Background: an optimization exercise with open tools, aiming at small area, a short achievable clock period and few clock cycles. Do not read the settings as production practice.
At most, simulation tests tie the RTL to the original design; equivalence was not proved.
Power and IR drop assume default switching activity.

## north
## ATCONV
module  ATCONV(
	input		clk,
	input		reset,
	output	reg	busy,
	input		ready,
	output reg	[11:0]	iaddr,
	input signed [12:0]	idata,
	output	reg 	cwr,
	output  reg	[11:0]	caddr_wr,
	output  reg [12:0] 	cdata_wr,
	output	reg 	crd,
	output reg	[11:0] 	caddr_rd,
	input 	[12:0] 	cdata_rd,
	output reg 	csel
	);
reg       run;
reg [4:0] s;
reg [3:0] sn;              
reg       par;
reg [5:0] q;
reg [2:0] p;
reg       q0, q32, q33;    
reg       wr;              
always @(posedge clk or posedge reset) begin
	if (reset) begin
		busy <= 1'b0; run <= 1'b0;
		s <= 5'd31; sn <= 4'd0; par <= 1'b1; q <= 6'd33; p <= 3'd4;
		q0 <= 1'b0; q32 <= 1'b0; q33 <= 1'b1; wr <= 1'b1;
	end else if (!run) begin
		s <= 5'd31; sn <= 4'd0; par <= 1'b1; q <= 6'd33; p <= 3'd4;
		q0 <= 1'b0; q32 <= 1'b0; q33 <= 1'b1; wr <= 1'b1;
		if (ready) begin busy <= 1'b1; run <= 1'b1; end
	end else begin
		if (s[4] && !s[0] && q32 && p == 3'd2) begin busy <= 1'b0; run <= 1'b0; end
		wr <= par & q33 & (p == 3'd3 || p == 3'd4);
		if (p == 3'd5) begin
			p <= 3'd0;
			if (q33) begin
				q <= 6'd0; par <= ~par;
				q0 <= 1'b1; q32 <= 1'b0; q33 <= 1'b0;
				if (par) begin s <= s + 5'd1; sn <= sn + 4'd1; end
			end else begin
				q <= q + 6'd1;
				q0 <= 1'b0; q32 <= (q == 6'd31); q33 <= q32;
			end
		end else p <= p + 3'd1;
	end
end
wire        pr   = p[2];
wire [3:0]  sr   = wr ? sn : s[3:0];
wire [2:0]  S    = sr[3:1];
reg  [5:0]  rowc;
always @(*) begin
	case (p)
		3'd4:    rowc = (S == 3'd0) ? 6'd0 : {S - 3'd1, 2'd3, sr[0]};   
		3'd5:    rowc = {S, 2'd0, sr[0]};                              
		3'd0:    rowc = {S, 2'd1, sr[0]};
		3'd1:    rowc = {S, 2'd2, sr[0]};
		3'd2:    rowc = {S, 2'd3, sr[0]};
		default: rowc = (S == 3'd7) ? 6'd63 : {S + 3'd1, 2'd0, sr[0]};   
	endcase
end
wire [5:0]  colc = pr ? (q33 ? 6'd0  : (q32 ? 6'd63 : {q[4:0], par}))
                      : (q0  ? 6'd0  : (q33 ? 6'd63 : {q[4:0] - 5'd1, par}));
  ...
Size: ~82 I/O pins, ~12000 um^2 of cells after synthesis.
export LEC_CHECK = 0
export CAP_MARGIN = 20
export CORE_MARGIN = 2
export CORE_UTILIZATION = 40
export CTS_BUF_LIST = sky130_fd_sc_hd__clkbuf_4
export SETUP_SLACK_MARGIN = 3.5
export SLEW_MARGIN = 20
create_clock -name core_clock -period 6.5 [get_ports {clk}]
run.sh (not shown) runs the stock make flow with config.mk's settings and CLKGATE_MAP_FILE= SYNTH_SCRIPT=/design/flow/synth_recipe.tcl, a recipe that flattens the netlist after the stock synthesis.
north completed; timing, DRC and antenna clean
Inputs modified between north and south:
- changing SETUP_SLACK_MARGIN from 3.5 to 4.0
- removing CTS_BUF_LIST (formerly sky130_fd_sc_hd__clkbuf_4)
--- outcome ---
Higher design area was reported by south, not north.
Reg2reg setup slack | south above north
south vs. north: layout overhead on the synthesized area now larger, smallest hold slack went up by 16 ps, fraction of area in registers saw a decrease.
Total power of the final layout ends up lower on north.
Setup changes, south to east
- setting CTS_CLUSTER_SIZE to 40 for the first time
- setting CTS_BUF_LIST to sky130_fd_sc_hd__clkbuf_8 for the first time
- changing SETUP_SLACK_MARGIN from 4.0 to 3.5
==> notes.md <==
east reached the end of the flow, and the finished layout is clean on the timing, DRC and antenna checks. Comparing east against south, there is no change at all in layout sequential cell count. Per the comparison of east with south, layout overhead on the synthesized area saw a decrease; clock-cell share of area +0.61 points; wire length of the first global-routing pass lower; via count of the routed design went down by 128; count of multi-input gates closely matched the old numbers.
Edits applied to the flow inputs when going from east to west:
- removing CTS_CLUSTER_SIZE (formerly 40)
- removing CTS_BUF_LIST (formerly sky130_fd_sc_hd__clkbuf_8)
### Flow results
- west vs east on hold slack: west is the higher one.
- west: wire length per cell after detailed routing is 2.3% higher than what east reported.
- Compared east against west; maximum frequency from static timing analysis within noise.
- Between east and west, non-clock buffer instance count of the final layout increased.
- Diff east..west | synthesized-area fraction occupied by and/or/nand/nor cells | unchanged
Function was not checked in any run of this note: the RTL went through the layout flow alone.

* * *

== old ==
Another version of the RTL of ATCONV (not shown whole).
Size: roughly 1100 cells after synthesis, roughly 280 flip-flops, ~82 I/O pins, about 12000 um^2 of cells after synthesis.
==> flow/config.mk <==
export PLATFORM = sky130hd
export DESIGN_NAME = ATCONV
export DESIGN_NICKNAME = ATCONV
export VERILOG_FILES = /design/flow/design.v
export SDC_FILE = /design/flow/constraint.sdc
export NUM_CORES = 4
export LEC_CHECK = 0
export ABC_CLOCK_PERIOD_IN_PS = 3000
export CAP_MARGIN = 20
export CORE_MARGIN = 2
export CORE_UTILIZATION = 40
export SETUP_SLACK_MARGIN = 3.5
export SLEW_MARGIN = 20
==> flow/constraint.sdc <==
create_clock -name core_clock -period 6.5 [get_ports {clk}]
set_input_delay 1.3000 -clock core_clock [delete_from_list [all_inputs] [get_ports {clk}]]
set_output_delay 1.3000 -clock core_clock [all_outputs]
set_load 0.01 [all_outputs]
Relative to old, the following input files were edited for new:
Settings: ABC_CLOCK_PERIOD_IN_PS no longer set, was 3000.
==> comparison <==
Going from old to new, fmax did not really move, count of clock-buffer cells in the layout about even.
Reported for new and old, growth of design area from synthesis to finish turned out identical to the last digit.
Post-route core utilization: new vs old identical
Adder-cell area share of the yosys netlist delta (old -> new): insignificant
From new to old, slew at the pin with the worst max-slew slack did not move at all.
Looking at new and old, the aggregate negative setup slack is a wash.
Comparing old against new, there is no change at all in worst-case setup margin in the final layout.
Re first-iteration DRC count: no difference whatsoever between new and old.
As far as sequential share of layout area goes, old and new are indistinguishable; the numbers are identical.
Non-clock buffer share of cell area: old vs new identical
No run of this note included a check of the RTL's function; only the layout flow was run.

* * *

the baseline:
Another version of the RTL of ATCONV (not shown whole).
Size in the first run: about 1100 cells after synthesis, roughly 290 flip-flops, roughly 82 I/O pins, roughly 12000 µm² of cells after synthesis.
export LEC_CHECK = 0
export CAP_MARGIN = 20
export CORE_MARGIN = 2
export CORE_UTILIZATION = 40
export SETUP_SLACK_MARGIN = 3.0
export SLEW_MARGIN = 20
create_clock -name core_clock -period 6.5 [get_ports {clk}]
Inputs modified between the baseline and the candidate:
--- a/flow/config.mk
+++ b/flow/config.mk
@@ -11 +10,0 @@
-export SETUP_SLACK_MARGIN = 3.0
Findings:
| sequential share of cell area | higher: the candidate |. On met2 usage, the candidate tracks the baseline almost exactly. Overall power after layout: the candidate better than the baseline.
No run of this note included a check of the RTL's function; only the layout flow was run.

* * *

Another version of the RTL of ATCONV (not shown whole).
Size: ~1100 cells after synthesis, ~290 flip-flops, roughly 82 I/O pins.
## ATCONV
module  ATCONV(
	input		clk,
	input		reset,
	output	reg	busy,
	input		ready,
	output reg	[11:0]	iaddr,
	input signed [12:0]	idata,
	output	reg 	cwr,
	output  reg	[11:0]	caddr_wr,
	output  reg [12:0] 	cdata_wr,
	output	reg 	crd,
	output reg	[11:0] 	caddr_rd,
	input 	[12:0] 	cdata_rd,
	output reg 	csel
	);
Settings: LEC_CHECK=0, CAP_MARGIN=20, CORE_MARGIN=2, CORE_UTILIZATION=40, SETUP_SLACK_MARGIN=4.1, SLEW_MARGIN=20; clock period 6.5 ns.
standard.sh (not shown) runs the stock make flow with config.mk's settings and CLKGATE_MAP_FILE= SYNTH_SCRIPT=/design/flow/synth_recipe.tcl, a recipe that flattens the netlist after the stock synthesis.
==> flow/flow/run.sh <==
#!/bin/bash
# Standard ORFS layout, but with plain buffers (buf_2) on the ports instead of
# the default port-buffer cell.
set -euo pipefail
export BUFFER_PORTS_ARGS="-buffer_cell sky130_fd_sc_hd__buf_2"
bash standard.sh "BUFFER_PORTS_ARGS=$BUFFER_PORTS_ARGS" finish > standard_flow.log 2>&1
The starting point completed without violations.
Testbench counts at the start, summed over its fixed seeds: cycles 107,632.
Rerun with:
SETUP_SLACK_MARGIN = 3.8   (was 4.1)
Effect:
- The changed run produced a clean layout
- register-to-register slack loses 0.10 ns
- wire length decreases slightly
- cell area decreases by a few percent
- maximum frequency decreases slightly
- power decreases by a few percent
- combinational power decreases by a little under a tenth

* * *

Another version of the RTL of ATCONV (not shown whole).
For scale: ~1100 cells after synthesis, about 82 I/O pins.
Settings: LEC_CHECK=0, CAP_MARGIN=20, CORE_MARGIN=2, CORE_UTILIZATION=40, SETUP_SLACK_MARGIN=3.8, SLEW_MARGIN=20; clock period 6.5 ns.
Scripts as last shown in full above: flow/flow/run.sh
Change:
--- a/flow/config.mk
+++ b/flow/config.mk
@@ -11 +11 @@
-export SETUP_SLACK_MARGIN = 3.8
+export SETUP_SLACK_MARGIN = 4.1
The new run completed with no timing, DRC or antenna violations.
Setup slack gains 0.021 ns.
Clock power went down by about 5%.
Final area went up by 1.4%.
Die area does not change.
Routed wire length went up by 1.6%.
First-iteration DRC count went down by 10%.
Global-route usage went up by 0.11 points.
Change:
==> flow/run.sh (new file) <==
#!/bin/bash
# synth_recipe.tcl (not shown) runs the flow's synth.tcl, then flattens the netlist and writes it again
# the make line also repeats each setting of config.mk as NAME=value (left out here)
make -C /OpenROAD-flow-scripts/flow DESIGN_CONFIG=/design/flow/config.mk WORK_HOME=/design/flow/orfs CLKGATE_MAP_FILE= SYNTH_SCRIPT=/design/flow/synth_recipe.tcl finish
--- a/flow/config.mk
+++ b/flow/config.mk
@@ -11 +11 @@
-export SETUP_SLACK_MARGIN = 4.1
+export SETUP_SLACK_MARGIN = 3.5
removed: flow/flow/run.sh
removed: flow/standard.sh
After rerunning:
- The new run completed without violations
- total power is about the same
- design area falls by 1.2%
- core utilization went down by 0.60 points
- setup slack got worse by 0.21 ns
- routed wire length is about the same
- die area does not change
- global-route usage is higher by 0.15 points
- via count fell by 0.74%
- synthesized area does not change
Change:
==> flow/flow/run.sh (new file) <==
#!/bin/bash
# Standard ORFS layout, but with plain buffers (buf_2) on the ports instead of
# the default port-buffer cell.
set -euo pipefail
export BUFFER_PORTS_ARGS="-buffer_cell sky130_fd_sc_hd__buf_2"
bash standard.sh "BUFFER_PORTS_ARGS=$BUFFER_PORTS_ARGS" finish > standard_flow.log 2>&1
==> flow/standard.sh (new file) <==
#!/bin/bash
# synth_recipe.tcl (not shown) runs the flow's synth.tcl, then flattens the netlist and writes it again
# the make line also repeats each setting of config.mk as NAME=value (left out here)
make -C /OpenROAD-flow-scripts/flow DESIGN_CONFIG=/design/flow/config.mk WORK_HOME=/design/flow/orfs CLKGATE_MAP_FILE= SYNTH_SCRIPT=/design/flow/synth_recipe.tcl "${@:-finish}"
removed: flow/run.sh
Effect:
- via count is lower slightly
- hold slack barely changes
- cell area is lower by a few percent
- area after synthesis stays the same
- power is lower by a few percent
- clock power stays flat
No functional check of the RTL was part of any run of this note.

-- separate check: timing with driven ports --
The flow's constraints put no driver on any port. The routed layouts listed below were extracted and timed again, unchanged, in two steps. Step 1, drivers: a clkbuf_16 drives clk and a buf_2 each remaining input, both assumed. Step 2 times the ports against the registers' clock, not the clock port: input delays grow and output delays shrink by t, the midpoint of the rising clock arrivals with the driver on. Slacks: no drivers / after step 1 / after step 2; pairs: no drivers / after step 1.
run	t, ns	setup slack, ns	worst setup path after step 2	worst register clock-pin slew, ns
north	0.723	3.482 / 3.482 / 2.869	input to register	0.07 / 0.07
south	0.599	3.618 / 3.618 / 3.282	input to register	0.07 / 0.07
east	0.595	3.547 / 3.547 / 2.991	input to register	0.06 / 0.06
west	0.595	3.554 / 3.554 / 3.022	input to register	0.06 / 0.06
old	0.589	2.711 / 2.711 / 2.711	register to register	0.06 / 0.06
new	0.589	2.711 / 2.711 / 2.711	register to register	0.06 / 0.06
the baseline	0.600	3.058 / 3.058 / 2.488	input to register	0.07 / 0.07
the candidate	0.609	2.427 / 2.427 / 2.214	input to register	0.06 / 0.06
the first run of note 4	0.616	3.829 / 3.847 / 3.231	input to register	0.06 / 0.06
the second run of note 4	0.611	3.792 / 3.819 / 3.208	input to register	0.07 / 0.07
the first run of note 5	0.595	3.745 / 3.745 / 3.182	input to register	0.06 / 0.06
the second run of note 5	0.595	3.766 / 3.766 / 3.228	input to register	0.07 / 0.07
the third run of note 5	0.596	3.559 / 3.587 / 2.991	input to register	0.06 / 0.06
the fourth run of note 5	0.594	3.614 / 3.614 / 3.077	input to register	0.07 / 0.07
After both steps setup and hold are still met in every run listed. For north, which loses most, drivers alone change the setup slack by 0.000 ns; drivers and shift together by -0.613 ns.
